This design comes from an exercise in tuning for small area, a short achievable clock period and few clock cycles per item on the open sky130 flow, not from production work.
Function was checked by simulation only, so behaviour that the tests miss may differ from the original.

## flow/design.v (module list and top-level ports; edited modules follow where they fit)
// module bram: 13 lines
// module mul_csa: 1577 lines
// module matmul_top: 178 lines
module matmul_top
#(
    parameter DATA_WIDTH = 32,
    parameter ADDR_WIDTH = 6,
    parameter VECTOR_SIZE = 8
)
(
    input logic                     clock,
    input logic                     reset,
    input logic                     start,
    output logic                    done,
    input logic [DATA_WIDTH-1:0]    x_din,
    input logic [ADDR_WIDTH-1:0]    x_wr_addr,
    input logic                     x_wr_en,
    input logic [DATA_WIDTH-1:0]    y_din,
    input logic [ADDR_WIDTH-1:0]    y_wr_addr,
    input logic                     y_wr_en,
    output logic [DATA_WIDTH-1:0]   z_dout,
    input logic [ADDR_WIDTH-1:0]    z_addr
);
  // ...
==> flow/run.sh <==
#!/bin/bash
# synth_recipe.tcl (not shown) runs the flow's synth.tcl, then flattens the netlist and writes it again
# the make line also repeats each setting of config.mk as NAME=value (left out here)
make -C /OpenROAD-flow-scripts/flow DESIGN_CONFIG=/design/flow/config.mk WORK_HOME=/design/flow/orfs CLKGATE_MAP_FILE= SYNTH_SCRIPT=/design/flow/synth_recipe.tcl finish
==> flow/config.mk <==
export PLATFORM = sky130hd
export DESIGN_NAME = matmul_top
export DESIGN_NICKNAME = matmul_top
export VERILOG_FILES = /design/flow/design.v
export SDC_FILE = /design/flow/constraint.sdc
export NUM_CORES = 4
export LEC_CHECK = 0
export CAP_MARGIN = 20
export CORE_MARGIN = 2
export CORE_UTILIZATION = 45
export SLEW_MARGIN = 20
==> flow/constraint.sdc <==
create_clock -name core_clock -period 10.5 [get_ports {clock}]
set_input_delay 2.1000 -clock core_clock [delete_from_list [all_inputs] [get_ports {clock}]]
set_output_delay 2.1000 -clock core_clock [all_outputs]
set_load 0.01 [all_outputs]
==> out/qor_table.md, run 1 <==
| Result | This run | Unit |
|:---|:---|:---|
| R2R setup slack | 1130 | ps |
| Result of the run | finished clean | - |
| Post-route DRC violation count | 0 | - |
| Count of plain and timing-repair buffers | 808 | - |
| Share of cells above drive strength 1 | 20.0 | % |
| Flip-flop and latch count | 9290 | - |
| Number of distinct library cells after synthesis | 96 | - |
| Clock tree buffer count of the final layout | 1201 | - |
| Worst reg2reg path depth | 20 | - |
| Setup repair after global routing missed its margin | no | - |
| Cells traversed along the worst timing path | buf_12 -> buf_4 -> mux4_2 -> nand2_1 -> a21oi_1 -> fa_1 -> ha_1 -> nand2_1 -> a2111oi_0 -> buf_4 -> o31ai_1 -> o21ai_0 -> o41ai_1 -> o21ai_0 -> o41ai_1 -> o21ai_0 -> buf_4 -> or3b_2 -> a31oi_1 -> xnor2_1 | - |
| Number of signal-net inverters in the final layout | 1836 | - |
| Reg area | 269000 | um^2 |
| Wire length of the first global-routing pass | 1940000 | um |
| Detail Route met2 WL | 630000 | um |
| Number of buffers inserted by post-CTS setup repair | 0 | - |
| Worst setup slack after layout | 1130 | ps |
| Least-Margin Pin Slew | 1320 | ps |
| Count of routing violations after the opening detailed-route iteration | 33.8k | - |
| Antenna Diode Count | 58 | - |
| Mean instance size in the synthesized netlist | 17.1 | um^2 |
| Data required, critical path | 11260 | ps |
| FFs w/ async S/R, synth | 2.26 | % |
| TritonCTS clock tree | done | - |
| Main area contributors after synthesis | edfxtp_1, mux4_2, fa_1 | - |
| Number of antenna violations at the first check in global routing | 110 | - |
| Cell chosen for the clock root | clkbuf_16 | - |
| Overall Global Routing Usage | 28.0 | % |
| Max Clock Freq | 107 | MHz |
| Count of yosys warnings during synthesis | 3 | - |
| Sequential-to-total area share from yosys stat | 61.9 | % |
| # hold bufs at CTS | 0 | - |
| Filler Cells Inserted | 78.2k | - |
| Arr. time, crit path | 10130 | ps |
| Die Footprint | 974000 | um^2 |
| Last weighted congestion value of the routability-driven placer | 0.921 | - |
| Well tap count | 12.9k | - |
Testbench counts, summed over its fixed seeds: cycles 3,352, jobs 32.
==> module matmul_top, before the edit <==
module matmul_top
#(
    parameter DATA_WIDTH = 32,
    parameter ADDR_WIDTH = 6,
    parameter VECTOR_SIZE = 8
)
(
    input logic                     clock,
    input logic                     reset,
    input logic                     start,
    output logic                    done,
    input logic [DATA_WIDTH-1:0]    x_din,
    input logic [ADDR_WIDTH-1:0]    x_wr_addr,
    input logic                     x_wr_en,
    input logic [DATA_WIDTH-1:0]    y_din,
    input logic [ADDR_WIDTH-1:0]    y_wr_addr,
    input logic                     y_wr_en,
    output logic [DATA_WIDTH-1:0]   z_dout,
    input logic [ADDR_WIDTH-1:0]    z_addr
);
logic        xw_en, yw_en, start_r;
logic [5:0]  xw_addr, yw_addr, z_rd;
logic [31:0] xw_din, yw_din;
always_ff @(posedge clock or posedge reset) begin
    if (reset) begin
        xw_en   <= 1'b0;
        yw_en   <= 1'b0;
        start_r <= 1'b0;
    end else begin
        xw_en   <= x_wr_en;
        yw_en   <= y_wr_en;
        start_r <= start;
    end
end
always_ff @(posedge clock) begin
    xw_addr <= x_wr_addr;
    xw_din  <= x_din;
    yw_addr <= y_wr_addr;
    yw_din  <= y_din;
    z_rd    <= z_addr;
end
logic [63:0][31:0] xq, yq;
bram #(.BRAM_ADDR_WIDTH(6), .BRAM_DATA_WIDTH(32)) x_inst (
    .clock(clock), .wr_addr(xw_addr), .wr_en(xw_en), .din(xw_din), .q(xq));
bram #(.BRAM_ADDR_WIDTH(6), .BRAM_DATA_WIDTH(32)) y_inst (
    .clock(clock), .wr_addr(yw_addr), .wr_en(yw_en), .din(yw_din), .q(yq));
typedef enum logic [1:0] { IDLE, FLUSH, BUSY } state_t;
state_t state;
logic [63:0] issued;     
logic [63:0] wx, wy;     
logic        spec_ok;    
logic [7:0]  rowv;       
logic        v1, v2, v3;
logic [5:0]  p1;
logic [2:0]  i2, i3;
logic [7:0]  yfull, icol;
logic [63:0] elig;
logic        go, pipe_empty, finish;
always_comb begin
    for (int k = 0; k < 8; k++) begin
        yfull[k] = &wy[k*8 +: 8];
        icol[k]  = 1'b0;
        for (int i = 0; i < 8; i++) icol[k] = icol[k] | issued[i*8+k];
    end
    go = (state == BUSY);
    for (int p = 0; p < 64; p++)
        elig[p] = ~issued[p] & (go | (spec_ok & wx[p] & yfull[p % 8]));
end
logic [7:0]  gany;
logic [2:0]  gsel [0:7];
logic [2:0]  gfirst;
logic        sel_v;
logic [5:0]  sel_p;
always_comb begin
    for (int g = 0; g < 8; g++) begin
        gany[g] = |elig[g*8 +: 8];
        gsel[g] = 3'd0;
        for (int b = 7; b >= 0; b--) if (elig[g*8+b]) gsel[g] = b[2:0];
    end
    gfirst = 3'd0;
    for (int g = 7; g >= 0; g--) if (gany[g]) gfirst = g[2:0];
    sel_v = |gany;
    sel_p = {gfirst, gsel[gfirst]};
end
assign pipe_empty = ~v1 & ~v2 & ~v3;
assign finish = (state == BUSY) & (&issued) & pipe_empty;
always_ff @(posedge clock or posedge reset) begin
    if (reset) begin
        state   <= IDLE;
        issued  <= '0;
        wx      <= '0;
        wy      <= '0;
        spec_ok <= 1'b1;
        rowv    <= '0;
        v1      <= 1'b0;
        v2      <= 1'b0;
        v3      <= 1'b0;
        done    <= 1'b0;
    end else begin
        v1 <= sel_v;
        v2 <= v1;
        v3 <= v2;
        if (sel_v) issued[sel_p] <= 1'b1;
        if (xw_en) begin
            wx[xw_addr] <= 1'b1;
            if (issued[xw_addr]) spec_ok <= 1'b0;
        end
        if (yw_en) begin
            wy[yw_addr] <= 1'b1;
            if (icol[yw_addr[5:3]]) spec_ok <= 1'b0;
        end
        if (v3) rowv[i3] <= 1'b1;
        if (start) done <= 1'b0;
        case (state)
            IDLE: if (start_r) state <= spec_ok ? BUSY : FLUSH;
            FLUSH: if (pipe_empty) begin
                issued <= '0;
                rowv   <= '0;
                state  <= BUSY;
            end
            BUSY: if (finish) begin
                done    <= 1'b1;
                issued  <= '0;
                wx      <= '0;
                wy      <= '0;
                rowv    <= '0;
                spec_ok <= 1'b1;
                state   <= IDLE;
            end
            default: state <= IDLE;
        endcase
    end
end
logic [31:0] xop;
logic [32:0] xext;
logic [15:0] one2, two2, neg2, one_c, two_c, neg_c;
logic [7:0][31:0] yop2;
always_ff @(posedge clock) p1 <= sel_p;
always_comb begin
    xop  = xq[p1];
    xext = {xop, 1'b0};
    for (int m = 0; m < 16; m++) begin
        one_c[m] = xext[2*m+1] ^ xext[2*m];
        two_c[m] = (xext[2*m+2] & ~xext[2*m+1] & ~xext[2*m]) |
                   (~xext[2*m+2] & xext[2*m+1] & xext[2*m]);
        neg_c[m] = xext[2*m+2];
    end
end
always_ff @(posedge clock) begin
    one2 <= one_c;
    two2 <= two_c;
    neg2 <= neg_c;
    i2   <= p1[5:3];
    for (int j = 0; j < 8; j++) yop2[j] <= yq[{p1[2:0], j[2:0]}];
end
logic [7:0][31:0] ps, pc, ps3, pc3;
for (genvar j = 0; j < 8; j++) begin : g_lane
    mul_csa u_mul (.one(one2), .two(two2), .neg(neg2), .b(yop2[j]),
                   .s(ps[j]), .c(pc[j]));
end
always_ff @(posedge clock) begin
    ps3 <= ps;
    pc3 <= pc;
    i3  <= i2;
end
logic [7:0][7:0][31:0] za, zo;
logic [7:0][31:0] zsum;
always_comb
    for (int j = 0; j < 8; j++)
        zsum[j] = (rowv[i3] ? za[i3][j] : 32'd0) + ps3[j] + pc3[j];
for (genvar i = 0; i < 8; i++) begin : g_zrow
    always_ff @(posedge clock)
        if (v3 && i3 == i) za[i] <= zsum;
end
always_ff @(posedge clock)
    if (finish) zo <= za;
assign z_dout = zo[z_rd[5:3]][z_rd[2:0]];
endmodule
==> run 2, diff against run 1 <==
--- a/flow/design.v
+++ b/flow/design.v
@@ -11,13 +11,15 @@
       if (wr_en && wr_addr == w) q[w] <= din;
   end
 endmodule
-module mul_csa (
+module mul_pp4 (
   input  logic [15:0] one,
   input  logic [15:0] two,
   input  logic [15:0] neg,
   input  logic [31:0] b,
-  output logic [31:0] s,
-  output logic [31:0] c
+  output logic [31:0] r0,
+  output logic [31:0] r1,
+  output logic [31:0] r2,
+  output logic [31:0] r3
 );
   logic pp1;
   logic pp2;
@@ -655,122 +657,6 @@
   logic fc634;
   logic fs635;
   logic fc636;
-  logic hs637;
-  logic hc638;
-  logic hs639;
-  logic hc640;
-  logic fs641;
-  logic fc642;
-  logic fs643;
-  logic fc644;
-  logic fs645;
-  logic fc646;
-  logic fs647;
-  logic fc648;
-  logic fs649;
-  logic fc650;
-  logic fs651;
-  logic fc652;
-  logic fs653;
-  logic fc654;
-  logic fs655;
-  logic fc656;
-  logic fs657;
-  logic fc658;
-  logic fs659;
-  logic fc660;
-  logic fs661;
-  logic fc662;
-  logic fs663;
-  logic fc664;
-  logic fs665;
-  logic fc666;
-  logic fs667;
-  logic fc668;
-  logic fs669;
-  logic fc670;
-  logic fs671;
-  logic fc672;
-  logic fs673;
-  logic fc674;
-  logic fs675;
-  logic fc676;
-  logic fs677;
-  logic fc678;
-  logic fs679;
-  logic fc680;
-  logic fs681;
-  logic fc682;
-  logic fs683;
-  logic fc684;
-  logic fs685;
-  logic fc686;
-  logic fs687;
-  logic fc688;
-  logic fs689;
-  logic fc690;
-  logic fs691;
-  logic fc692;
-  logic hs693;
-  logic hc694;
-  logic hs695;
-  logic hc696;
-  logic fs697;
-  logic fc698;
-  logic fs699;
-  logic fc700;
-  logic fs701;
-  logic fc702;
-  logic fs703;
-  logic fc704;
-  logic fs705;
-  logic fc706;
-  logic fs707;
-  logic fc708;
-  logic fs709;
-  logic fc710;
-  logic fs711;
-  logic fc712;
-  logic fs713;
-  logic fc714;
-  logic fs715;
-  logic fc716;
-  logic fs717;
-  logic fc718;
-  logic fs719;
-  logic fc720;
-  logic fs721;
-  logic fc722;
-  logic fs723;
-  logic fc724;
-  logic fs725;
-  logic fc726;
-  logic fs727;
-  logic fc728;
-  logic fs729;
-  logic fc730;
-  logic fs731;
-  logic fc732;
-  logic fs733;
-  logic fc734;
-  logic fs735;
-  logic fc736;
-  logic fs737;
-  logic fc738;
-  logic fs739;
-  logic fc740;
-  logic fs741;
-  logic fc742;
-  logic fs743;
-  logic fc744;
-  logic fs745;
-  logic fc746;
-  logic fs747;
-  logic fc748;
-  logic fs749;
-  logic fc750;
-  logic fs751;
-  logic fc752;
   assign pp1 = (one[0] & b[0]) ^ neg[0];
   assign pp2 = ((one[0] & b[1]) | (two[0] & b[0])) ^ neg[0];
   assign pp3 = ((one[0] & b[2]) | (two[0] & b[1])) ^ neg[0];
@@ -1407,186 +1293,463 @@
   assign fc634 = (fc526 & fc528) | (fc526 & fc530) | (fc528 & fc530);
   assign fs635 = fs531 ^ fs533 ^ fs535;
   assign fc636 = (fs531 & fs533) | (fs531 & fs535) | (fs533 & fs535);
-  assign hs637 = pp5 ^ pp35;
-  assign hc638 = pp5 & pp35;
-  assign hs639 = pp6 ^ pp36;
-  assign hc640 = pp6 & pp36;
-  assign fs641 = hs537 ^ pp65 ^ pp91;
-  assign fc642 = (hs537 & pp65) | (hs537 & pp91) | (pp65 & pp91);
-  assign fs643 = hc538 ^ hs539 ^ pp66;
-  assign fc644 = (hc538 & hs539) | (hc538 & pp66) | (hs539 & pp66);
-  assign fs645 = hc540 ^ fs541 ^ hs543;
-  assign fc646 = (hc540 & fs541) | (hc540 & hs543) | (fs541 & hs543);
-  assign fs647 = fc542 ^ hc544 ^ fs545;
-  assign fc648 = (fc542 & hc544) | (fc542 & fs545) | (hc544 & fs545);
-  assign fs649 = fc546 ^ hc548 ^ fs549;
-  assign fc650 = (fc546 & hc548) | (fc546 & fs549) | (hc548 & fs549);
-  assign fs651 = fc550 ^ fc552 ^ fs553;
-  assign fc652 = (fc550 & fc552) | (fc550 & fs553) | (fc552 & fs553);
-  assign fs653 = fc554 ^ fc556 ^ fs557;
-  assign fc654 = (fc554 & fc556) | (fc554 & fs557) | (fc556 & fs557);
-  assign fs655 = fc558 ^ fc560 ^ fs561;
-  assign fc656 = (fc558 & fc560) | (fc558 & fs561) | (fc560 & fs561);
-  assign fs657 = fc562 ^ fc564 ^ fs565;
-  assign fc658 = (fc562 & fc564) | (fc562 & fs565) | (fc564 & fs565);
-  assign fs659 = fc566 ^ fc568 ^ fs569;
-  assign fc660 = (fc566 & fc568) | (fc566 & fs569) | (fc568 & fs569);
-  assign fs661 = fc570 ^ fc572 ^ fs573;
-  assign fc662 = (fc570 & fc572) | (fc570 & fs573) | (fc572 & fs573);
-  assign fs663 = fc574 ^ fc576 ^ fs577;
-  assign fc664 = (fc574 & fc576) | (fc574 & fs577) | (fc576 & fs577);
-  assign fs665 = fc578 ^ fc580 ^ fs581;
-  assign fc666 = (fc578 & fc580) | (fc578 & fs581) | (fc580 & fs581);
-  assign fs667 = fc582 ^ fc584 ^ fs585;
-  assign fc668 = (fc582 & fc584) | (fc582 & fs585) | (fc584 & fs585);
-  assign fs669 = fc586 ^ fc588 ^ fs589;
-  assign fc670 = (fc586 & fc588) | (fc586 & fs589) | (fc588 & fs589);
-  assign fs671 = fc590 ^ fc592 ^ fs593;
-  assign fc672 = (fc590 & fc592) | (fc590 & fs593) | (fc592 & fs593);
-  assign fs673 = fc594 ^ fc596 ^ fs597;
-  assign fc674 = (fc594 & fc596) | (fc594 & fs597) | (fc596 & fs597);
-  assign fs675 = fc598 ^ fc600 ^ fs601;
-  assign fc676 = (fc598 & fc600) | (fc598 & fs601) | (fc600 & fs601);
-  assign fs677 = fc602 ^ fc604 ^ fs605;
-  assign fc678 = (fc602 & fc604) | (fc602 & fs605) | (fc604 & fs605);
-  assign fs679 = fc606 ^ fc608 ^ fs609;
-  assign fc680 = (fc606 & fc608) | (fc606 & fs609) | (fc608 & fs609);
-  assign fs681 = fc610 ^ fc612 ^ fs613;
-  assign fc682 = (fc610 & fc612) | (fc610 & fs613) | (fc612 & fs613);
-  assign fs683 = fc614 ^ fc616 ^ fs617;
-  assign fc684 = (fc614 & fc616) | (fc614 & fs617) | (fc616 & fs617);
-  assign fs685 = fc618 ^ fc620 ^ fs621;
-  assign fc686 = (fc618 & fc620) | (fc618 & fs621) | (fc620 & fs621);
-  assign fs687 = fc622 ^ fc624 ^ fs625;
-  assign fc688 = (fc622 & fc624) | (fc622 & fs625) | (fc624 & fs625);
-  assign fs689 = fc626 ^ fc628 ^ fs629;
-  assign fc690 = (fc626 & fc628) | (fc626 & fs629) | (fc628 & fs629);
-  assign fs691 = fc630 ^ fc632 ^ fs633;
-  assign fc692 = (fc630 & fc632) | (fc630 & fs633) | (fc632 & fs633);
-  assign hs693 = pp3 ^ pp33;
-  assign hc694 = pp3 & pp33;
-  assign hs695 = pp4 ^ pp34;
-  assign hc696 = pp4 & pp34;
-  assign fs697 = hs637 ^ pp63 ^ neg[2];
-  assign fc698 = (hs637 & pp63) | (hs637 & neg[2]) | (pp63 & neg[2]);
-  assign fs699 = hc638 ^ hs639 ^ pp64;
-  assign fc700 = (hc638 & hs639) | (hc638 & pp64) | (hs639 & pp64);
-  assign fs701 = hc640 ^ fs641 ^ neg[3];
-  assign fc702 = (hc640 & fs641) | (hc640 & neg[3]) | (fs641 & neg[3]);
-  assign fs703 = fc642 ^ fs643 ^ pp92;
-  assign fc704 = (fc642 & fs643) | (fc642 & pp92) | (fs643 & pp92);
-  assign fs705 = fc644 ^ fs645 ^ neg[4];
-  assign fc706 = (fc644 & fs645) | (fc644 & neg[4]) | (fs645 & neg[4]);
-  assign fs707 = fc646 ^ fs647 ^ hs547;
-  assign fc708 = (fc646 & fs647) | (fc646 & hs547) | (fs647 & hs547);
-  assign fs709 = fc648 ^ fs649 ^ fs551;
-  assign fc710 = (fc648 & fs649) | (fc648 & fs551) | (fs649 & fs551);
-  assign fs711 = fc650 ^ fs651 ^ fs555;
-  assign fc712 = (fc650 & fs651) | (fc650 & fs555) | (fs651 & fs555);
-  assign fs713 = fc652 ^ fs653 ^ fs559;
-  assign fc714 = (fc652 & fs653) | (fc652 & fs559) | (fs653 & fs559);
-  assign fs715 = fc654 ^ fs655 ^ fs563;
-  assign fc716 = (fc654 & fs655) | (fc654 & fs563) | (fs655 & fs563);
-  assign fs717 = fc656 ^ fs657 ^ fs567;
-  assign fc718 = (fc656 & fs657) | (fc656 & fs567) | (fs657 & fs567);
-  assign fs719 = fc658 ^ fs659 ^ fs571;
-  assign fc720 = (fc658 & fs659) | (fc658 & fs571) | (fs659 & fs571);
-  assign fs721 = fc660 ^ fs661 ^ fs575;
-  assign fc722 = (fc660 & fs661) | (fc660 & fs575) | (fs661 & fs575);
-  assign fs723 = fc662 ^ fs663 ^ fs579;
-  assign fc724 = (fc662 & fs663) | (fc662 & fs579) | (fs663 & fs579);
-  assign fs725 = fc664 ^ fs665 ^ fs583;
-  assign fc726 = (fc664 & fs665) | (fc664 & fs583) | (fs665 & fs583);
-  assign fs727 = fc666 ^ fs667 ^ fs587;
-  assign fc728 = (fc666 & fs667) | (fc666 & fs587) | (fs667 & fs587);
-  assign fs729 = fc668 ^ fs669 ^ fs591;
-  assign fc730 = (fc668 & fs669) | (fc668 & fs591) | (fs669 & fs591);
-  assign fs731 = fc670 ^ fs671 ^ fs595;
-  assign fc732 = (fc670 & fs671) | (fc670 & fs595) | (fs671 & fs595);
-  assign fs733 = fc672 ^ fs673 ^ fs599;
-  assign fc734 = (fc672 & fs673) | (fc672 & fs599) | (fs673 & fs599);
-  assign fs735 = fc674 ^ fs675 ^ fs603;
-  assign fc736 = (fc674 & fs675) | (fc674 & fs603) | (fs675 & fs603);
-  assign fs737 = fc676 ^ fs677 ^ fs607;
-  assign fc738 = (fc676 & fs677) | (fc676 & fs607) | (fs677 & fs607);
-  assign fs739 = fc678 ^ fs679 ^ fs611;
-  assign fc740 = (fc678 & fs679) | (fc678 & fs611) | (fs679 & fs611);
-  assign fs741 = fc680 ^ fs681 ^ fs615;
-  assign fc742 = (fc680 & fs681) | (fc680 & fs615) | (fs681 & fs615);
-  assign fs743 = fc682 ^ fs683 ^ fs619;
-  assign fc744 = (fc682 & fs683) | (fc682 & fs619) | (fs683 & fs619);
-  assign fs745 = fc684 ^ fs685 ^ fs623;
-  assign fc746 = (fc684 & fs685) | (fc684 & fs623) | (fs685 & fs623);
-  assign fs747 = fc686 ^ fs687 ^ fs627;
-  assign fc748 = (fc686 & fs687) | (fc686 & fs627) | (fs687 & fs627);
-  assign fs749 = fc688 ^ fs689 ^ fs631;
-  assign fc750 = (fc688 & fs689) | (fc688 & fs631) | (fs689 & fs631);
-  assign fs751 = fc690 ^ fs691 ^ fs635;
-  assign fc752 = (fc690 & fs691) | (fc690 & fs635) | (fs691 & fs635);
-  assign s[0] = pp1;
-  assign c[0] = neg[0];
-  assign s[1] = pp2;
-  assign c[1] = 1'b0;
-  assign s[2] = hs693;
-  assign c[2] = neg[1];
-  assign s[3] = hc694;
-  assign c[3] = hs695;
-  assign s[4] = hc696;
-  assign c[4] = fs697;
-  assign s[5] = fc698;
-  assign c[5] = fs699;
-  assign s[6] = fc700;
-  assign c[6] = fs701;
-  assign s[7] = fc702;
-  assign c[7] = fs703;
-  assign s[8] = fc704;
-  assign c[8] = fs705;
-  assign s[9] = fc706;
-  assign c[9] = fs707;
-  assign s[10] = fc708;
-  assign c[10] = fs709;
-  assign s[11] = fc710;
-  assign c[11] = fs711;
-  assign s[12] = fc712;
-  assign c[12] = fs713;
-  assign s[13] = fc714;
-  assign c[13] = fs715;
-  assign s[14] = fc716;
-  assign c[14] = fs717;
-  assign s[15] = fc718;
-  assign c[15] = fs719;
-  assign s[16] = fc720;
-  assign c[16] = fs721;
-  assign s[17] = fc722;
-  assign c[17] = fs723;
-  assign s[18] = fc724;
-  assign c[18] = fs725;
-  assign s[19] = fc726;
-  assign c[19] = fs727;
-  assign s[20] = fc728;
-  assign c[20] = fs729;
-  assign s[21] = fc730;
-  assign c[21] = fs731;
-  assign s[22] = fc732;
-  assign c[22] = fs733;
-  assign s[23] = fc734;
-  assign c[23] = fs735;
-  assign s[24] = fc736;
-  assign c[24] = fs737;
-  assign s[25] = fc738;
-  assign c[25] = fs739;
-  assign s[26] = fc740;
-  assign c[26] = fs741;
-  assign s[27] = fc742;
-  assign c[27] = fs743;
-  assign s[28] = fc744;
-  assign c[28] = fs745;
-  assign s[29] = fc746;
-  assign c[29] = fs747;
-  assign s[30] = fc748;
-  assign c[30] = fs749;
-  assign s[31] = fc750;
-  assign c[31] = fs751;
+  assign r0[0] = pp1;
+  assign r1[0] = neg[0];
+  assign r2[0] = 1'b0;
+  assign r3[0] = 1'b0;
+  assign r0[1] = pp2;
+  assign r1[1] = 1'b0;
+  assign r2[1] = 1'b0;
+  assign r3[1] = 1'b0;
+  assign r0[2] = pp3;
+  assign r1[2] = pp33;
+  assign r2[2] = neg[1];
+  assign r3[2] = 1'b0;
+  assign r0[3] = pp4;
+  assign r1[3] = pp34;
+  assign r2[3] = 1'b0;
+  assign r3[3] = 1'b0;
+  assign r0[4] = pp5;
+  assign r1[4] = pp35;
+  assign r2[4] = pp63;
+  assign r3[4] = neg[2];
+  assign r0[5] = pp6;
+  assign r1[5] = pp36;
+  assign r2[5] = pp64;
+  assign r3[5] = 1'b0;
+  assign r0[6] = hs537;
+  assign r1[6] = pp65;
+  assign r2[6] = pp91;
+  assign r3[6] = neg[3];
+  assign r0[7] = hc538;
+  assign r1[7] = hs539;
+  assign r2[7] = pp66;
+  assign r3[7] = pp92;
+  assign r0[8] = hc540;
+  assign r1[8] = fs541;
+  assign r2[8] = hs543;
+  assign r3[8] = neg[4];
+  assign r0[9] = fc542;
+  assign r1[9] = hc544;
+  assign r2[9] = fs545;
+  assign r3[9] = hs547;
+  assign r0[10] = fc546;
+  assign r1[10] = hc548;
+  assign r2[10] = fs549;
+  assign r3[10] = fs551;
+  assign r0[11] = fc550;
+  assign r1[11] = fc552;
+  assign r2[11] = fs553;
+  assign r3[11] = fs555;
+  assign r0[12] = fc554;
+  assign r1[12] = fc556;
+  assign r2[12] = fs557;
+  assign r3[12] = fs559;
+  assign r0[13] = fc558;
+  assign r1[13] = fc560;
+  assign r2[13] = fs561;
+  assign r3[13] = fs563;
+  assign r0[14] = fc562;
+  assign r1[14] = fc564;
+  assign r2[14] = fs565;
+  assign r3[14] = fs567;
+  assign r0[15] = fc566;
+  assign r1[15] = fc568;
+  assign r2[15] = fs569;
+  assign r3[15] = fs571;
+  assign r0[16] = fc570;
+  assign r1[16] = fc572;
+  assign r2[16] = fs573;
+  assign r3[16] = fs575;
+  assign r0[17] = fc574;
+  assign r1[17] = fc576;
+  assign r2[17] = fs577;
+  assign r3[17] = fs579;
+  assign r0[18] = fc578;
+  assign r1[18] = fc580;
+  assign r2[18] = fs581;
+  assign r3[18] = fs583;
+  assign r0[19] = fc582;
+  assign r1[19] = fc584;
+  assign r2[19] = fs585;
+  assign r3[19] = fs587;
+  assign r0[20] = fc586;
+  assign r1[20] = fc588;
+  assign r2[20] = fs589;
+  assign r3[20] = fs591;
+  assign r0[21] = fc590;
+  assign r1[21] = fc592;
+  assign r2[21] = fs593;
+  assign r3[21] = fs595;
+  assign r0[22] = fc594;
+  assign r1[22] = fc596;
+  assign r2[22] = fs597;
+  assign r3[22] = fs599;
+  assign r0[23] = fc598;
+  assign r1[23] = fc600;
+  assign r2[23] = fs601;
+  assign r3[23] = fs603;
+  assign r0[24] = fc602;
+  assign r1[24] = fc604;
+  assign r2[24] = fs605;
+  assign r3[24] = fs607;
+  assign r0[25] = fc606;
+  assign r1[25] = fc608;
+  assign r2[25] = fs609;
+  assign r3[25] = fs611;
+  assign r0[26] = fc610;
+  assign r1[26] = fc612;
+  assign r2[26] = fs613;
+  assign r3[26] = fs615;
+  assign r0[27] = fc614;
+  assign r1[27] = fc616;
+  assign r2[27] = fs617;
+  assign r3[27] = fs619;
+  assign r0[28] = fc618;
+  assign r1[28] = fc620;
+  assign r2[28] = fs621;
+  assign r3[28] = fs623;
+  assign r0[29] = fc622;
+  assign r1[29] = fc624;
+  assign r2[29] = fs625;
+  assign r3[29] = fs627;
+  assign r0[30] = fc626;
+  assign r1[30] = fc628;
+  assign r2[30] = fs629;
+  assign r3[30] = fs631;
+  assign r0[31] = fc630;
+  assign r1[31] = fc632;
+  assign r2[31] = fs633;
+  assign r3[31] = fs635;
+endmodule
+module csa4to2 (
+  input  logic [31:0] r0,
+  input  logic [31:0] r1,
+  input  logic [31:0] r2,
+  input  logic [31:0] r3,
+  output logic [31:0] s,
+  output logic [31:0] c
+);
+  logic hs1;
+  logic hc2;
+  logic fs3;
+  logic fc4;
+  logic fs5;
+  logic fc6;
+  logic fs7;
+  logic fc8;
+  logic fs9;
+  logic fc10;
+  logic fs11;
+  logic fc12;
+  logic fs13;
+  logic fc14;
+  logic fs15;
+  logic fc16;
+  logic fs17;
+  logic fc18;
+  logic fs19;
+  logic fc20;
+  logic fs21;
+  logic fc22;
+  logic fs23;
+  logic fc24;
+  logic fs25;
+  logic fc26;
+  logic fs27;
+  logic fc28;
+  logic fs29;
+  logic fc30;
+  logic fs31;
+  logic fc32;
+  logic fs33;
+  logic fc34;
+  logic fs35;
+  logic fc36;
+  logic fs37;
+  logic fc38;
+  logic fs39;
+  logic fc40;
+  logic fs41;
+  logic fc42;
+  logic fs43;
+  logic fc44;
+  logic fs45;
+  logic fc46;
+  logic fs47;
+  logic fc48;
+  logic fs49;
+  logic fc50;
+  logic fs51;
+  logic fc52;
+  logic fs53;
+  logic fc54;
+  logic fs55;
+  logic fc56;
+  logic fs57;
+  logic fc58;
+  logic fs59;
+  logic fc60;
+  logic fs61;
+  logic fc62;
+  logic fs63;
+  logic fc64;
+  logic hs65;
+  logic hc66;
+  logic fs67;
+  logic fc68;
+  logic fs69;
+  logic fc70;
+  logic fs71;
+  logic fc72;
+  logic fs73;
+  logic fc74;
+  logic fs75;
+  logic fc76;
+  logic fs77;
+  logic fc78;
+  logic fs79;
+  logic fc80;
+  logic fs81;
+  logic fc82;
+  logic fs83;
+  logic fc84;
+  logic fs85;
+  logic fc86;
+  logic fs87;
+  logic fc88;
+  logic fs89;
+  logic fc90;
+  logic fs91;
+  logic fc92;
+  logic fs93;
+  logic fc94;
+  logic fs95;
+  logic fc96;
+  logic fs97;
+  logic fc98;
+  logic fs99;
+  logic fc100;
+  logic fs101;
+  logic fc102;
+  logic fs103;
+  logic fc104;
+  logic fs105;
+  logic fc106;
+  logic fs107;
+  logic fc108;
+  logic fs109;
+  logic fc110;
+  logic fs111;
+  logic fc112;
+  logic fs113;
+  logic fc114;
+  logic fs115;
+  logic fc116;
+  logic fs117;
+  logic fc118;
+  logic fs119;
+  logic fc120;
+  logic fs121;
+  logic fc122;
+  logic fs123;
+  logic fc124;
+  logic fs125;
+  logic fc126;
+  logic fs127;
+  logic fc128;
+  assign hs1 = r0[0] ^ r1[0];
+  assign hc2 = r0[0] & r1[0];
+  assign fs3 = r0[1] ^ r1[1] ^ r2[1];
+  assign fc4 = (r0[1] & r1[1]) | (r0[1] & r2[1]) | (r1[1] & r2[1]);
+  assign fs5 = r0[2] ^ r1[2] ^ r2[2];
+  assign fc6 = (r0[2] & r1[2]) | (r0[2] & r2[2]) | (r1[2] & r2[2]);
+  assign fs7 = r0[3] ^ r1[3] ^ r2[3];
+  assign fc8 = (r0[3] & r1[3]) | (r0[3] & r2[3]) | (r1[3] & r2[3]);
+  assign fs9 = r0[4] ^ r1[4] ^ r2[4];
+  assign fc10 = (r0[4] & r1[4]) | (r0[4] & r2[4]) | (r1[4] & r2[4]);
+  assign fs11 = r0[5] ^ r1[5] ^ r2[5];
+  assign fc12 = (r0[5] & r1[5]) | (r0[5] & r2[5]) | (r1[5] & r2[5]);
+  assign fs13 = r0[6] ^ r1[6] ^ r2[6];
+  assign fc14 = (r0[6] & r1[6]) | (r0[6] & r2[6]) | (r1[6] & r2[6]);
+  assign fs15 = r0[7] ^ r1[7] ^ r2[7];
+  assign fc16 = (r0[7] & r1[7]) | (r0[7] & r2[7]) | (r1[7] & r2[7]);
+  assign fs17 = r0[8] ^ r1[8] ^ r2[8];
+  assign fc18 = (r0[8] & r1[8]) | (r0[8] & r2[8]) | (r1[8] & r2[8]);
+  assign fs19 = r0[9] ^ r1[9] ^ r2[9];
+  assign fc20 = (r0[9] & r1[9]) | (r0[9] & r2[9]) | (r1[9] & r2[9]);
+  assign fs21 = r0[10] ^ r1[10] ^ r2[10];
+  assign fc22 = (r0[10] & r1[10]) | (r0[10] & r2[10]) | (r1[10] & r2[10]);
+  assign fs23 = r0[11] ^ r1[11] ^ r2[11];
+  assign fc24 = (r0[11] & r1[11]) | (r0[11] & r2[11]) | (r1[11] & r2[11]);
+  assign fs25 = r0[12] ^ r1[12] ^ r2[12];
+  assign fc26 = (r0[12] & r1[12]) | (r0[12] & r2[12]) | (r1[12] & r2[12]);
+  assign fs27 = r0[13] ^ r1[13] ^ r2[13];
+  assign fc28 = (r0[13] & r1[13]) | (r0[13] & r2[13]) | (r1[13] & r2[13]);
+  assign fs29 = r0[14] ^ r1[14] ^ r2[14];
+  assign fc30 = (r0[14] & r1[14]) | (r0[14] & r2[14]) | (r1[14] & r2[14]);
+  assign fs31 = r0[15] ^ r1[15] ^ r2[15];
+  assign fc32 = (r0[15] & r1[15]) | (r0[15] & r2[15]) | (r1[15] & r2[15]);
+  assign fs33 = r0[16] ^ r1[16] ^ r2[16];
+  assign fc34 = (r0[16] & r1[16]) | (r0[16] & r2[16]) | (r1[16] & r2[16]);
+  assign fs35 = r0[17] ^ r1[17] ^ r2[17];
+  assign fc36 = (r0[17] & r1[17]) | (r0[17] & r2[17]) | (r1[17] & r2[17]);
+  assign fs37 = r0[18] ^ r1[18] ^ r2[18];
+  assign fc38 = (r0[18] & r1[18]) | (r0[18] & r2[18]) | (r1[18] & r2[18]);
+  assign fs39 = r0[19] ^ r1[19] ^ r2[19];
+  assign fc40 = (r0[19] & r1[19]) | (r0[19] & r2[19]) | (r1[19] & r2[19]);
+  assign fs41 = r0[20] ^ r1[20] ^ r2[20];
+  assign fc42 = (r0[20] & r1[20]) | (r0[20] & r2[20]) | (r1[20] & r2[20]);
+  assign fs43 = r0[21] ^ r1[21] ^ r2[21];
+  assign fc44 = (r0[21] & r1[21]) | (r0[21] & r2[21]) | (r1[21] & r2[21]);
+  assign fs45 = r0[22] ^ r1[22] ^ r2[22];
+  assign fc46 = (r0[22] & r1[22]) | (r0[22] & r2[22]) | (r1[22] & r2[22]);
+  assign fs47 = r0[23] ^ r1[23] ^ r2[23];
+  assign fc48 = (r0[23] & r1[23]) | (r0[23] & r2[23]) | (r1[23] & r2[23]);
+  assign fs49 = r0[24] ^ r1[24] ^ r2[24];
+  assign fc50 = (r0[24] & r1[24]) | (r0[24] & r2[24]) | (r1[24] & r2[24]);
+  assign fs51 = r0[25] ^ r1[25] ^ r2[25];
+  assign fc52 = (r0[25] & r1[25]) | (r0[25] & r2[25]) | (r1[25] & r2[25]);
+  assign fs53 = r0[26] ^ r1[26] ^ r2[26];
+  assign fc54 = (r0[26] & r1[26]) | (r0[26] & r2[26]) | (r1[26] & r2[26]);
+  assign fs55 = r0[27] ^ r1[27] ^ r2[27];
+  assign fc56 = (r0[27] & r1[27]) | (r0[27] & r2[27]) | (r1[27] & r2[27]);
+  assign fs57 = r0[28] ^ r1[28] ^ r2[28];
+  assign fc58 = (r0[28] & r1[28]) | (r0[28] & r2[28]) | (r1[28] & r2[28]);
+  assign fs59 = r0[29] ^ r1[29] ^ r2[29];
+  assign fc60 = (r0[29] & r1[29]) | (r0[29] & r2[29]) | (r1[29] & r2[29]);
+  assign fs61 = r0[30] ^ r1[30] ^ r2[30];
+  assign fc62 = (r0[30] & r1[30]) | (r0[30] & r2[30]) | (r1[30] & r2[30]);
+  assign fs63 = r0[31] ^ r1[31] ^ r2[31];
+  assign fc64 = (r0[31] & r1[31]) | (r0[31] & r2[31]) | (r1[31] & r2[31]);
+  assign hs65 = hs1 ^ r2[0];
+  assign hc66 = hs1 & r2[0];
+  assign fs67 = hc2 ^ fs3 ^ r3[1];
+  assign fc68 = (hc2 & fs3) | (hc2 & r3[1]) | (fs3 & r3[1]);
+  assign fs69 = fc4 ^ fs5 ^ r3[2];
+  assign fc70 = (fc4 & fs5) | (fc4 & r3[2]) | (fs5 & r3[2]);
+  assign fs71 = fc6 ^ fs7 ^ r3[3];
+  assign fc72 = (fc6 & fs7) | (fc6 & r3[3]) | (fs7 & r3[3]);
+  assign fs73 = fc8 ^ fs9 ^ r3[4];
+  assign fc74 = (fc8 & fs9) | (fc8 & r3[4]) | (fs9 & r3[4]);
+  assign fs75 = fc10 ^ fs11 ^ r3[5];
+  assign fc76 = (fc10 & fs11) | (fc10 & r3[5]) | (fs11 & r3[5]);
+  assign fs77 = fc12 ^ fs13 ^ r3[6];
+  assign fc78 = (fc12 & fs13) | (fc12 & r3[6]) | (fs13 & r3[6]);
+  assign fs79 = fc14 ^ fs15 ^ r3[7];
+  assign fc80 = (fc14 & fs15) | (fc14 & r3[7]) | (fs15 & r3[7]);
+  assign fs81 = fc16 ^ fs17 ^ r3[8];
+  assign fc82 = (fc16 & fs17) | (fc16 & r3[8]) | (fs17 & r3[8]);
+  assign fs83 = fc18 ^ fs19 ^ r3[9];
+  assign fc84 = (fc18 & fs19) | (fc18 & r3[9]) | (fs19 & r3[9]);
+  assign fs85 = fc20 ^ fs21 ^ r3[10];
+  assign fc86 = (fc20 & fs21) | (fc20 & r3[10]) | (fs21 & r3[10]);
+  assign fs87 = fc22 ^ fs23 ^ r3[11];
+  assign fc88 = (fc22 & fs23) | (fc22 & r3[11]) | (fs23 & r3[11]);
+  assign fs89 = fc24 ^ fs25 ^ r3[12];
+  assign fc90 = (fc24 & fs25) | (fc24 & r3[12]) | (fs25 & r3[12]);
+  assign fs91 = fc26 ^ fs27 ^ r3[13];
+  assign fc92 = (fc26 & fs27) | (fc26 & r3[13]) | (fs27 & r3[13]);
+  assign fs93 = fc28 ^ fs29 ^ r3[14];
+  assign fc94 = (fc28 & fs29) | (fc28 & r3[14]) | (fs29 & r3[14]);
+  assign fs95 = fc30 ^ fs31 ^ r3[15];
+  assign fc96 = (fc30 & fs31) | (fc30 & r3[15]) | (fs31 & r3[15]);
+  assign fs97 = fc32 ^ fs33 ^ r3[16];
+  assign fc98 = (fc32 & fs33) | (fc32 & r3[16]) | (fs33 & r3[16]);
+  assign fs99 = fc34 ^ fs35 ^ r3[17];
+  assign fc100 = (fc34 & fs35) | (fc34 & r3[17]) | (fs35 & r3[17]);
+  assign fs101 = fc36 ^ fs37 ^ r3[18];
+  assign fc102 = (fc36 & fs37) | (fc36 & r3[18]) | (fs37 & r3[18]);
+  assign fs103 = fc38 ^ fs39 ^ r3[19];
+  assign fc104 = (fc38 & fs39) | (fc38 & r3[19]) | (fs39 & r3[19]);
+  assign fs105 = fc40 ^ fs41 ^ r3[20];
+  assign fc106 = (fc40 & fs41) | (fc40 & r3[20]) | (fs41 & r3[20]);
+  assign fs107 = fc42 ^ fs43 ^ r3[21];
+  assign fc108 = (fc42 & fs43) | (fc42 & r3[21]) | (fs43 & r3[21]);
+  assign fs109 = fc44 ^ fs45 ^ r3[22];
+  assign fc110 = (fc44 & fs45) | (fc44 & r3[22]) | (fs45 & r3[22]);
+  assign fs111 = fc46 ^ fs47 ^ r3[23];
+  assign fc112 = (fc46 & fs47) | (fc46 & r3[23]) | (fs47 & r3[23]);
+  assign fs113 = fc48 ^ fs49 ^ r3[24];
+  assign fc114 = (fc48 & fs49) | (fc48 & r3[24]) | (fs49 & r3[24]);
+  assign fs115 = fc50 ^ fs51 ^ r3[25];
+  assign fc116 = (fc50 & fs51) | (fc50 & r3[25]) | (fs51 & r3[25]);
+  assign fs117 = fc52 ^ fs53 ^ r3[26];
+  assign fc118 = (fc52 & fs53) | (fc52 & r3[26]) | (fs53 & r3[26]);
+  assign fs119 = fc54 ^ fs55 ^ r3[27];
+  assign fc120 = (fc54 & fs55) | (fc54 & r3[27]) | (fs55 & r3[27]);
+  assign fs121 = fc56 ^ fs57 ^ r3[28];
+  assign fc122 = (fc56 & fs57) | (fc56 & r3[28]) | (fs57 & r3[28]);
+  assign fs123 = fc58 ^ fs59 ^ r3[29];
+  assign fc124 = (fc58 & fs59) | (fc58 & r3[29]) | (fs59 & r3[29]);
+  assign fs125 = fc60 ^ fs61 ^ r3[30];
+  assign fc126 = (fc60 & fs61) | (fc60 & r3[30]) | (fs61 & r3[30]);
+  assign fs127 = fc62 ^ fs63 ^ r3[31];
+  assign fc128 = (fc62 & fs63) | (fc62 & r3[31]) | (fs63 & r3[31]);
+  assign s[0] = hs65;
+  assign c[0] = r3[0];
+  assign s[1] = hc66;
+  assign c[1] = fs67;
+  assign s[2] = fc68;
+  assign c[2] = fs69;
+  assign s[3] = fc70;
+  assign c[3] = fs71;
+  assign s[4] = fc72;
+  assign c[4] = fs73;
+  assign s[5] = fc74;
+  assign c[5] = fs75;
+  assign s[6] = fc76;
+  assign c[6] = fs77;
+  assign s[7] = fc78;
+  assign c[7] = fs79;
+  assign s[8] = fc80;
+  assign c[8] = fs81;
+  assign s[9] = fc82;
+  assign c[9] = fs83;
+  assign s[10] = fc84;
+  assign c[10] = fs85;
+  assign s[11] = fc86;
+  assign c[11] = fs87;
+  assign s[12] = fc88;
+  assign c[12] = fs89;
+  assign s[13] = fc90;
+  assign c[13] = fs91;
+  assign s[14] = fc92;
+  assign c[14] = fs93;
+  assign s[15] = fc94;
+  assign c[15] = fs95;
+  assign s[16] = fc96;
+  assign c[16] = fs97;
+  assign s[17] = fc98;
+  assign c[17] = fs99;
+  assign s[18] = fc100;
+  assign c[18] = fs101;
+  assign s[19] = fc102;
+  assign c[19] = fs103;
+  assign s[20] = fc104;
+  assign c[20] = fs105;
+  assign s[21] = fc106;
+  assign c[21] = fs107;
+  assign s[22] = fc108;
+  assign c[22] = fs109;
+  assign s[23] = fc110;
+  assign c[23] = fs111;
+  assign s[24] = fc112;
+  assign c[24] = fs113;
+  assign s[25] = fc114;
+  assign c[25] = fs115;
+  assign s[26] = fc116;
+  assign c[26] = fs117;
+  assign s[27] = fc118;
+  assign c[27] = fs119;
+  assign s[28] = fc120;
+  assign c[28] = fs121;
+  assign s[29] = fc122;
+  assign c[29] = fs123;
+  assign s[30] = fc124;
+  assign c[30] = fs125;
+  assign s[31] = fc126;
+  assign c[31] = fs127;
 endmodule
 module matmul_top
 #(
@@ -1608,44 +1771,27 @@
     output logic [DATA_WIDTH-1:0]   z_dout,
     input logic [ADDR_WIDTH-1:0]    z_addr
 );
-logic        xw_en, yw_en, start_r;
-logic [5:0]  xw_addr, yw_addr, z_rd;
-logic [31:0] xw_din, yw_din;
-always_ff @(posedge clock or posedge reset) begin
-    if (reset) begin
-        xw_en   <= 1'b0;
-        yw_en   <= 1'b0;
-        start_r <= 1'b0;
-    end else begin
-        xw_en   <= x_wr_en;
-        yw_en   <= y_wr_en;
-        start_r <= start;
-    end
-end
-always_ff @(posedge clock) begin
-    xw_addr <= x_wr_addr;
-    xw_din  <= x_din;
-    yw_addr <= y_wr_addr;
-    yw_din  <= y_din;
-    z_rd    <= z_addr;
-end
 logic [63:0][31:0] xq, yq;
 bram #(.BRAM_ADDR_WIDTH(6), .BRAM_DATA_WIDTH(32)) x_inst (
-    .clock(clock), .wr_addr(xw_addr), .wr_en(xw_en), .din(xw_din), .q(xq));
+    .clock(clock), .wr_addr(x_wr_addr), .wr_en(x_wr_en), .din(x_din), .q(xq));
 bram #(.BRAM_ADDR_WIDTH(6), .BRAM_DATA_WIDTH(32)) y_inst (
-    .clock(clock), .wr_addr(yw_addr), .wr_en(yw_en), .din(yw_din), .q(yq));
+    .clock(clock), .wr_addr(y_wr_addr), .wr_en(y_wr_en), .din(y_din), .q(yq));
 typedef enum logic [1:0] { IDLE, FLUSH, BUSY } state_t;
 state_t state;
 logic [63:0] issued;     
 logic [63:0] wx, wy;     
 logic        spec_ok;    
 logic [7:0]  rowv;       
-logic        v1, v2, v3;
-logic [5:0]  p1;
-logic [2:0]  i2, i3;
+logic        v1, v2, v3, v4, v5;
+logic        finish;     
+logic        zdone;      
+logic [63:0] p1;         
+logic [7:0]  k1;         
+logic [7:0]  i1, i2, i3, i4, i5;   
+logic [7:0]  rd3, rd4, rd5;   
 logic [7:0]  yfull, icol;
 logic [63:0] elig;
-logic        go, pipe_empty, finish;
+logic        go, pipe_empty;
 always_comb begin
     for (int k = 0; k < 8; k++) begin
         yfull[k] = &wy[k*8 +: 8];
@@ -1656,24 +1802,32 @@
     for (int p = 0; p < 64; p++)
         elig[p] = ~issued[p] & (go | (spec_ok & wx[p] & yfull[p % 8]));
 end
-logic [7:0]  gany;
-logic [2:0]  gsel [0:7];
-logic [2:0]  gfirst;
+logic [7:0]  gany, gfirst;
+logic [7:0]  lfirst [0:7];
+logic [63:0] sel_oh;
+logic [7:0]  sel_k;
 logic        sel_v;
-logic [5:0]  sel_p;
 always_comb begin
     for (int g = 0; g < 8; g++) begin
         gany[g] = |elig[g*8 +: 8];
-        gsel[g] = 3'd0;
-        for (int b = 7; b >= 0; b--) if (elig[g*8+b]) gsel[g] = b[2:0];
+        for (int b = 0; b < 8; b++) begin
+            lfirst[g][b] = elig[g*8+b];
+            for (int c = 0; c < b; c++) lfirst[g][b] = lfirst[g][b] & ~elig[g*8+c];
+        end
+    end
+    for (int g = 0; g < 8; g++) begin
+        gfirst[g] = gany[g];
+        for (int h = 0; h < g; h++) gfirst[g] = gfirst[g] & ~gany[h];
     end
-    gfirst = 3'd0;
-    for (int g = 7; g >= 0; g--) if (gany[g]) gfirst = g[2:0];
     sel_v = |gany;
-    sel_p = {gfirst, gsel[gfirst]};
+    sel_k = '0;
+    for (int g = 0; g < 8; g++)
+        for (int b = 0; b < 8; b++) begin
+            sel_oh[g*8+b] = gfirst[g] & lfirst[g][b];
+            sel_k[b] = sel_k[b] | sel_oh[g*8+b];
+        end
 end
-assign pipe_empty = ~v1 & ~v2 & ~v3;
-assign finish = (state == BUSY) & (&issued) & pipe_empty;
+assign pipe_empty = ~v1 & ~v2 & ~v3 & ~v4 & ~v5;
 always_ff @(posedge clock or posedge reset) begin
     if (reset) begin
         state   <= IDLE;
@@ -1685,31 +1839,39 @@
         v1      <= 1'b0;
         v2      <= 1'b0;
         v3      <= 1'b0;
+        v4      <= 1'b0;
+        v5      <= 1'b0;
+        finish  <= 1'b0;
+        zdone   <= 1'b0;
         done    <= 1'b0;
     end else begin
         v1 <= sel_v;
         v2 <= v1;
         v3 <= v2;
-        if (sel_v) issued[sel_p] <= 1'b1;
-        if (xw_en) begin
-            wx[xw_addr] <= 1'b1;
-            if (issued[xw_addr]) spec_ok <= 1'b0;
+        v4 <= v3;
+        v5 <= v4;
+        issued <= issued | sel_oh;
+        if (x_wr_en) begin
+            wx[x_wr_addr] <= 1'b1;
+            if (issued[x_wr_addr]) spec_ok <= 1'b0;
         end
-        if (yw_en) begin
-            wy[yw_addr] <= 1'b1;
-            if (icol[yw_addr[5:3]]) spec_ok <= 1'b0;
+        if (y_wr_en) begin
+            wy[y_wr_addr] <= 1'b1;
+            if (icol[y_wr_addr[5:3]]) spec_ok <= 1'b0;
         end
-        if (v3) rowv[i3] <= 1'b1;
+        if (v3) rowv <= rowv | i3;
+        finish <= (state == BUSY) & (&issued) & ~v1 & ~v2 & ~v3 & ~v4 & ~finish;
+        zdone <= finish;
         if (start) done <= 1'b0;
+        else if (zdone) done <= 1'b1;
         case (state)
-            IDLE: if (start_r) state <= spec_ok ? BUSY : FLUSH;
+            IDLE: if (start) state <= spec_ok ? BUSY : FLUSH;
             FLUSH: if (pipe_empty) begin
                 issued <= '0;
                 rowv   <= '0;
                 state  <= BUSY;
             end
             BUSY: if (finish) begin
-                done    <= 1'b1;
                 issued  <= '0;
                 wx      <= '0;
                 wy      <= '0;
@@ -1724,10 +1886,19 @@
 logic [31:0] xop;
 logic [32:0] xext;
 logic [15:0] one2, two2, neg2, one_c, two_c, neg_c;
-logic [7:0][31:0] yop2;
-always_ff @(posedge clock) p1 <= sel_p;
+logic [7:0][31:0] yop2, yrow;
+always_ff @(posedge clock) begin
+    p1 <= sel_oh;
+    k1 <= sel_k;
+    i1 <= gfirst;
+end
 always_comb begin
-    xop  = xq[p1];
+    xop = '0;
+    for (int p = 0; p < 64; p++) xop = xop | ({32{p1[p]}} & xq[p]);
+    for (int j = 0; j < 8; j++) begin
+        yrow[j] = '0;
+        for (int k = 0; k < 8; k++) yrow[j] = yrow[j] | ({32{k1[k]}} & yq[k*8+j]);
+    end
     xext = {xop, 1'b0};
     for (int m = 0; m < 16; m++) begin
         one_c[m] = xext[2*m+1] ^ xext[2*m];
@@ -1740,29 +1911,98 @@
     one2 <= one_c;
     two2 <= two_c;
     neg2 <= neg_c;
-    i2   <= p1[5:3];
-    for (int j = 0; j < 8; j++) yop2[j] <= yq[{p1[2:0], j[2:0]}];
+    i2   <= i1;
+    yop2 <= yrow;
 end
-logic [7:0][31:0] ps, pc, ps3, pc3;
+logic [7:0][31:0] r0, r1, r2, r3, q0, q1, q2, q3;
 for (genvar j = 0; j < 8; j++) begin : g_lane
-    mul_csa u_mul (.one(one2), .two(two2), .neg(neg2), .b(yop2[j]),
-                   .s(ps[j]), .c(pc[j]));
+    mul_pp4 u_mul (.one(one2), .two(two2), .neg(neg2), .b(yop2[j]),
+                   .r0(r0[j]), .r1(r1[j]), .r2(r2[j]), .r3(r3[j]));
 end
 always_ff @(posedge clock) begin
-    ps3 <= ps;
-    pc3 <= pc;
+    q0  <= r0;
+    q1  <= r1;
+    q2  <= r2;
+    q3  <= r3;
     i3  <= i2;
+    rd3 <= i2 & (rowv | ({8{v3}} & i3));
 end
 logic [7:0][7:0][31:0] za, zo;
-logic [7:0][31:0] zsum;
-always_comb
-    for (int j = 0; j < 8; j++)
-        zsum[j] = (rowv[i3] ? za[i3][j] : 32'd0) + ps3[j] + pc3[j];
+logic [7:0][31:0] ts, tc;
+logic [7:0][10:0] zold_a, fs_a, fc_a, zsum_a;
+logic [7:0][10:0] zold_b, fs_b, fc_b, zsum_b, ts4b, tc4b;
+logic [7:0][9:0]  zold_c, fs_c, fc_c, zsum_c, ts4c, tc4c, ts5c, tc5c;
+logic [7:0]       ca_a, cb_a, ca_a4, cb_a4, ca_b, cb_b, ca_b5, cb_b5;
+for (genvar j = 0; j < 8; j++) begin : g_acc
+    csa4to2 u_csa (.r0(q0[j]), .r1(q1[j]), .r2(q2[j]), .r3(q3[j]),
+                   .s(ts[j]), .c(tc[j]));
+    always_comb begin
+        zold_a[j] = '0;
+        zold_b[j] = '0;
+        zold_c[j] = '0;
+        for (int i = 0; i < 8; i++) begin
+            zold_a[j] = zold_a[j] | ({11{rd3[i]}} & za[i][j][10:0]);
+            zold_b[j] = zold_b[j] | ({11{rd4[i]}} & za[i][j][21:11]);
+            zold_c[j] = zold_c[j] | ({10{rd5[i]}} & za[i][j][31:22]);
+        end
+    end
+    assign fs_a[j] = zold_a[j] ^ ts[j][10:0] ^ tc[j][10:0];
+    assign fc_a[j] = {(zold_a[j][9:0] & ts[j][9:0]) | (zold_a[j][9:0] & tc[j][9:0]) |
+                      (ts[j][9:0] & tc[j][9:0]), 1'b0};
+    assign ca_a[j] = (zold_a[j][10] & ts[j][10]) | (zold_a[j][10] & tc[j][10]) |
+                     (ts[j][10] & tc[j][10]);
+    assign {cb_a[j], zsum_a[j]} = {1'b0, fs_a[j]} + {1'b0, fc_a[j]};
+    assign fs_b[j] = zold_b[j] ^ ts4b[j] ^ tc4b[j];
+    assign fc_b[j] = {(zold_b[j][9:0] & ts4b[j][9:0]) | (zold_b[j][9:0] & tc4b[j][9:0]) |
+                      (ts4b[j][9:0] & tc4b[j][9:0]), ca_a4[j]};
+    assign ca_b[j] = (zold_b[j][10] & ts4b[j][10]) | (zold_b[j][10] & tc4b[j][10]) |
+                     (ts4b[j][10] & tc4b[j][10]);
+    logic [12:0] bsum;
+    assign bsum = {1'b0, fs_b[j], cb_a4[j]} + {1'b0, fc_b[j], cb_a4[j]};
+    assign zsum_b[j] = bsum[11:1];
+    assign cb_b[j]   = bsum[12];
+    assign fs_c[j] = zold_c[j] ^ ts5c[j] ^ tc5c[j];
+    assign fc_c[j] = {(zold_c[j][8:0] & ts5c[j][8:0]) | (zold_c[j][8:0] & tc5c[j][8:0]) |
+                      (ts5c[j][8:0] & tc5c[j][8:0]), ca_b5[j]};
+    logic [10:0] csum;
+    assign csum = {fs_c[j], cb_b5[j]} + {fc_c[j], cb_b5[j]};
+    assign zsum_c[j] = csum[10:1];
+end
+always_ff @(posedge clock) begin
+    for (int j = 0; j < 8; j++) begin
+        ts4b[j] <= ts[j][21:11];
+        tc4b[j] <= tc[j][21:11];
+        ts4c[j] <= ts[j][31:22];
+        tc4c[j] <= tc[j][31:22];
+    end
+    ts5c  <= ts4c;
+    tc5c  <= tc4c;
+    ca_a4 <= ca_a;
+    cb_a4 <= cb_a;
+    ca_b5 <= ca_b;
+    cb_b5 <= cb_b;
+    i4    <= i3;
+    i5    <= i4;
+    rd4   <= rd3;
+    rd5   <= rd4;
+end
 for (genvar i = 0; i < 8; i++) begin : g_zrow
-    always_ff @(posedge clock)
-        if (v3 && i3 == i) za[i] <= zsum;
+    always_ff @(posedge clock) begin
+        if (v3 && i3[i])
+            for (int j = 0; j < 8; j++) za[i][j][10:0] <= zsum_a[j];
+        if (v4 && i4[i])
+            for (int j = 0; j < 8; j++) za[i][j][21:11] <= zsum_b[j];
+        if (v5 && i5[i])
+            for (int j = 0; j < 8; j++) za[i][j][31:22] <= zsum_c[j];
+    end
 end
 always_ff @(posedge clock)
     if (finish) zo <= za;
-assign z_dout = zo[z_rd[5:3]][z_rd[2:0]];
+logic [31:0] zrd;
+always_comb begin
+    zrd = '0;
+    for (int a = 0; a < 64; a++) zrd = zrd | ({32{z_addr == a}} & zo[a / 8][a % 8]);
+end
+always_ff @(posedge clock)
+    z_dout <= zrd;
 endmodule
==> flow/flow/run.sh (new file) <==
#!/bin/bash
# The standard layout, with timing repair aiming for a setup slack of
# SETUP_SLACK_MARGIN ns at the design's clock period, and buf_4 cells as
# the port buffers.
set -o pipefail
bash standard.sh "BUFFER_PORTS_ARGS=-buffer_cell sky130_fd_sc_hd__buf_4" \
    SETUP_SLACK_MARGIN=6.5 finish > orfs_make.log 2>&1
==> flow/standard.sh (new file) <==
#!/bin/bash
# synth_recipe.tcl (not shown) runs the flow's synth.tcl, then flattens the netlist and writes it again
# the make line also repeats each setting of config.mk as NAME=value (left out here)
make -C /OpenROAD-flow-scripts/flow DESIGN_CONFIG=/design/flow/config.mk WORK_HOME=/design/flow/orfs CLKGATE_MAP_FILE= SYNTH_SCRIPT=/design/flow/synth_recipe.tcl "${@:-finish}"
--- a/flow/config.mk
+++ b/flow/config.mk
@@ -7,5 +7,5 @@
 export LEC_CHECK = 0
 export CAP_MARGIN = 20
 export CORE_MARGIN = 2
-export CORE_UTILIZATION = 45
+export CORE_UTILIZATION = 55
 export SLEW_MARGIN = 20
removed: flow/run.sh
==> run 2 against run 1 <==
Against the previous run: die area decreased by 18%; utilization grew 12 points; non-clock buffer count grew 484; cell count grew 1.5%; sequential share of layout area rose by 3.3 points; critical endpoint is now za[362]$_DFFE_PP_; still clean; critical path type unchanged; highest routed layer unchanged; wire length increased by 25%; largest cell class unchanged.
==> out/qor_table.md, run 2 <==
| Result | This run | Unit | Change |
|:---|:---|:---|:---|
| Number of flops mapped to enable cells by yosys | 8192 | - |  |
| Die Footprint | 795000 | um^2 | -18% |
| Data required, critical path | 11500 | ps | +240 ps |
| Count of standard-cell rows | 326 | - |  |
| Number of distinct library cells after synthesis | 70 | - | -27% |
| I/O pin count | 120 | - |  |
| Last weighted congestion value of the routability-driven placer | 0.964 | - | +4.6% |
| Max-slew headroom at the worst pin | 11.4 | % |  |
| Main area contributors after synthesis | edfxtp_1, dfxtp_1, fa_1 | - |  |
| Vias in the first global route | 271k | - |  |
| Class of the worst hold path | reg -> reg | - |  |
| Worst clock skew | 109 | ps |  |
| Share of cells above drive strength 1 | 13.2 | % | -6.8 points |
| Clock sink count | 10.3k | - |  |
| Count of buffers inserted at the top-level ports | 119 | - |  |
| Placement Cell Area | 448000 | um^2 |  |
| TritonCTS clock tree | done | - |  |
| Total clock buffers created by CTS | 1136 | - |  |
| Type of destination of the critical path | register | - |  |
| Congestion Overflow GR | 0 | - |  |
| FFs w/ async S/R, synth | 2.04 | % | -0.22 points |
| Wire length of the first global-routing pass | 2320000 | um | +19% |
| Horizontal extent of the die | 892 | um |  |
| # hold bufs at CTS | 0 | - | unchanged |
| Critical path's slowest cell | fa_1 | - |  |
| Final Instance Area | 493000 | um^2 |  |
| Startpoint of the lowest-slack hold path | ts4c[2]$_DFF_P_ | - |  |
| Maximum buffer depth of the clock tree | 5 | - |  |
| Worst R2R Start | rd3[3]$_DFF_P_ | - |  |
| Minimum clock period after layout | 4460 | ps |  |
| Reported max-cap violation count | 0 | - |  |
| Cells traversed along the worst timing path | buf_16 -> buf_12 -> buf_6 -> a22oi_2 -> nand4_1 -> fa_1 -> buf_6 -> ha_4 -> a21o_1 -> a21oi_4 -> o21bai_1 -> a21oi_2 -> o21ai_2 -> a21o_1 -> a21oi_4 -> xnor2_4 | - |  |
| Cell area after technology mapping | 433000 | um^2 |  |
| Critical Path Start Type | register | - |  |
| Overall Global Routing Usage | 42.6 | % | +15 points |
| Yosys top cell by area | edfxtp_1 | - |  |
| Hold Violations, Final | 0 | - |  |
| Area fraction of the dominant cell type after synthesis | 56.8 | % |  |
| Worst-Skew Late Latency | 1320 | ps |  |
| Post-route DRC violation count | 0 | - | unchanged |
| Result of the run | finished clean | - |  |
| Post-Syn Instances | 27.9k | - |  |
| Syn nets | 30.3k | - |  |
| Number of pins with negative max-slew slack in the final report | 0 | - |  |
| Maximum fanout along the worst path | 8 | - |  |
| Most common cell in the synthesized netlist | edfxtp_1 | - |  |
| Source of the critical timing path | rd3[3]$_DFF_P_ | - |  |
| Setup repair after global routing missed its margin | yes | - |  |
| CP Class | reg -> reg | - |  |
| Mean instance size in the synthesized netlist | 15.5 | um^2 | -9.1% |
| Max Clock Freq | 224 | MHz | +110% |
| Count of yosys warnings during synthesis | 3 | - | unchanged |
| Highest-count cells in the layout ignoring fill and taps | edfxtp_1, a22oi_1, fa_1 | - |  |
| Routed vias/inst | 7.22 | - |  |
| First drt pass iteration count | 10 | - |  |
| Setup_tns | 0 | ps |  |
| Number of register bits inferred by synthesis | 10.3k | - |  |
| Arr. time, crit path | 5450 | ps | -4680 ps |
| Overall via count from detail_route | 287k | - |  |
| Least-Margin Pin Slew | 1320 | ps | +2.19 ps |
| Initial cell density of the core | 55.1 | % |  |
| R2R setup slack | 6040 | ps | +4920 ps |
| Signed area change from the synthesized netlist to the final layout | 13.8 | % |  |
| Height of the chip | 892 | um |  |
| Largest net degree at the start of global routing | 187 | - |  |
| Clock H-tree levels | 7 | - |  |
| Post-detail-place hpwl | 1030000 | um |  |
| Sequential-to-total area share from yosys stat | 66.9 | % | +5.0 points |
| Final Cycle Share | 42.5 | % |  |
| Leading cell type in the layout, fill and taps excluded | edfxtp_1 | - |  |
| Std-Cell Core Area | 786000 | um^2 |  |
| Clock edge transition at the registers on the reported setup and hold paths | 60 | ps |  |
| Top cells by count, synth | edfxtp_1, a22oi_1, dfxtp_1, fa_1, clkbuf_1 | - |  |
| Endpoints failing setup | 0 | - |  |
| Post-synth top flop | edfxtp_1 | - |  |
| Nets@finish | 30.7k | - |  |
| Cell chosen for the clock root | clkbuf_16 | - |  |
| Remaining number of nets flagged by the antenna check after routing | 0 | - |  |
| Largest delay contributor family on the critical path | compound AO/OA/AOI/OAI gates | - |  |
| Critical path's largest stage delay | 790 | ps |  |
| Buffers plus inverters on the worst setup path | 4 | - |  |
| Final routed wire length divided by cell count | 43.8 | um |  |
| Wire length reported by the detailed router | 1740000 | um |  |
| Number of antenna violations at the first check in global routing | 184 | - | +67% |
| Count of routing violations after the opening detailed-route iteration | 55.3k | - | +63% |
## run 2: worst paths after layout
| check | cells past startpoint | endpoint |
|---|---|---|
| max in group asynchronous | 3 | finish$_DFF_PP0_ |
| min in group asynchronous | 2 | issued[57]$_DFF_PP0_ |
| hold / removal | 0 | ts5c[2]$_DFF_P_ |
| setup reg to reg | 16 | za[362]$_DFFE_PP_ |
| setup / recovery | 16 | za[362]$_DFFE_PP_ |
| hold reg to reg | 0 | ts5c[2]$_DFF_P_ |
## run 2: layout make-up
class                   instances  area (um^2)
fillers                     57407       293000
flip-flops and latches      10320       290000
multi-input cells           13892       134000
clock buffers                1523        31100
repair buffers               1292        14100
well taps                   10496        13100
inverters                    1651         6210
clock inverters               418         3810
diodes                        108          270
## run 2: per-stage QoR
step,hold slack [ps],setup slack [ps],utilization [%],cells
after floorplan,310,-14680,-,27897
after global placement,310,4820,57.0,37234
after detailed placement,312,4770,57.0,37248
after CTS,295,6260,62.2,39415
after global routing,293,6080,62.7,39607
final,288,6040,62.7,39700
## run 2: metal layers
layer	GRT usage (%)	vias to the layer above	wire, um
met5	0.310	-	1090
met1	57.5	145997	618000
met4	21.8	112	111000
met3	16.9	5811	282000
met2	60.1	27244	728000
li1	-	107390	-
## run 2: kinds of logic after synthesis
logic type | count (synthesis) | synth area share (%)
AOI/OAI and AO/OA | 6806 | 12.1
xor gates and xnor gates | 2567 | 5.19
adders and majority gates | 2301 | 9.74
buffers and inverters | 3686 | 3.21
DFF | 10320 | 66.9
muxes | 70 | 0.236
and+or+nand+nor | 2147 | 2.71
## run 2: what timing repair did
action                     4_1_cts  5_1_grt
setup buffers                  193      159
cloned                          33       16
setup endpoints to repair     2815     1675
resized for setup              571      345
pin swaps                      105      195
Testbench counts of run 2, summed over its fixed seeds: cycles 3,416, jobs 32.

[static timing again, ports no longer ideal]
No port has a modelled driver above. Below, the same layouts with a new extraction and two added sets of constraints. Step 1: set_driving_cell puts a clkbuf_16 on clock and a buf_2 on each other input, an assumption about the parent block. Step 2 moves the port delays by t, midway between the first and last clock arrival at a register: inputs arrive t later, outputs are due t later. That takes back most of the time a late clock gives input paths. Slacks: no drivers / after step 1 / after step 2; pairs: no drivers / after step 1.
| run | t (ns) | setup WS [ns] | worst slew at a driven data input, ns |
|---|---|---|---|
| run 1 | 1.255 | 1.125 / 1.125 / 1.125 | 0.09 |
| run 2 | 1.407 | 6.041 / 6.041 / 4.896 | 0.26 |
After both steps every run listed still meets setup and hold. The setup slack of run 2, which loses most, moves by 0.000 ns with the drivers and by -1.145 ns with both steps.
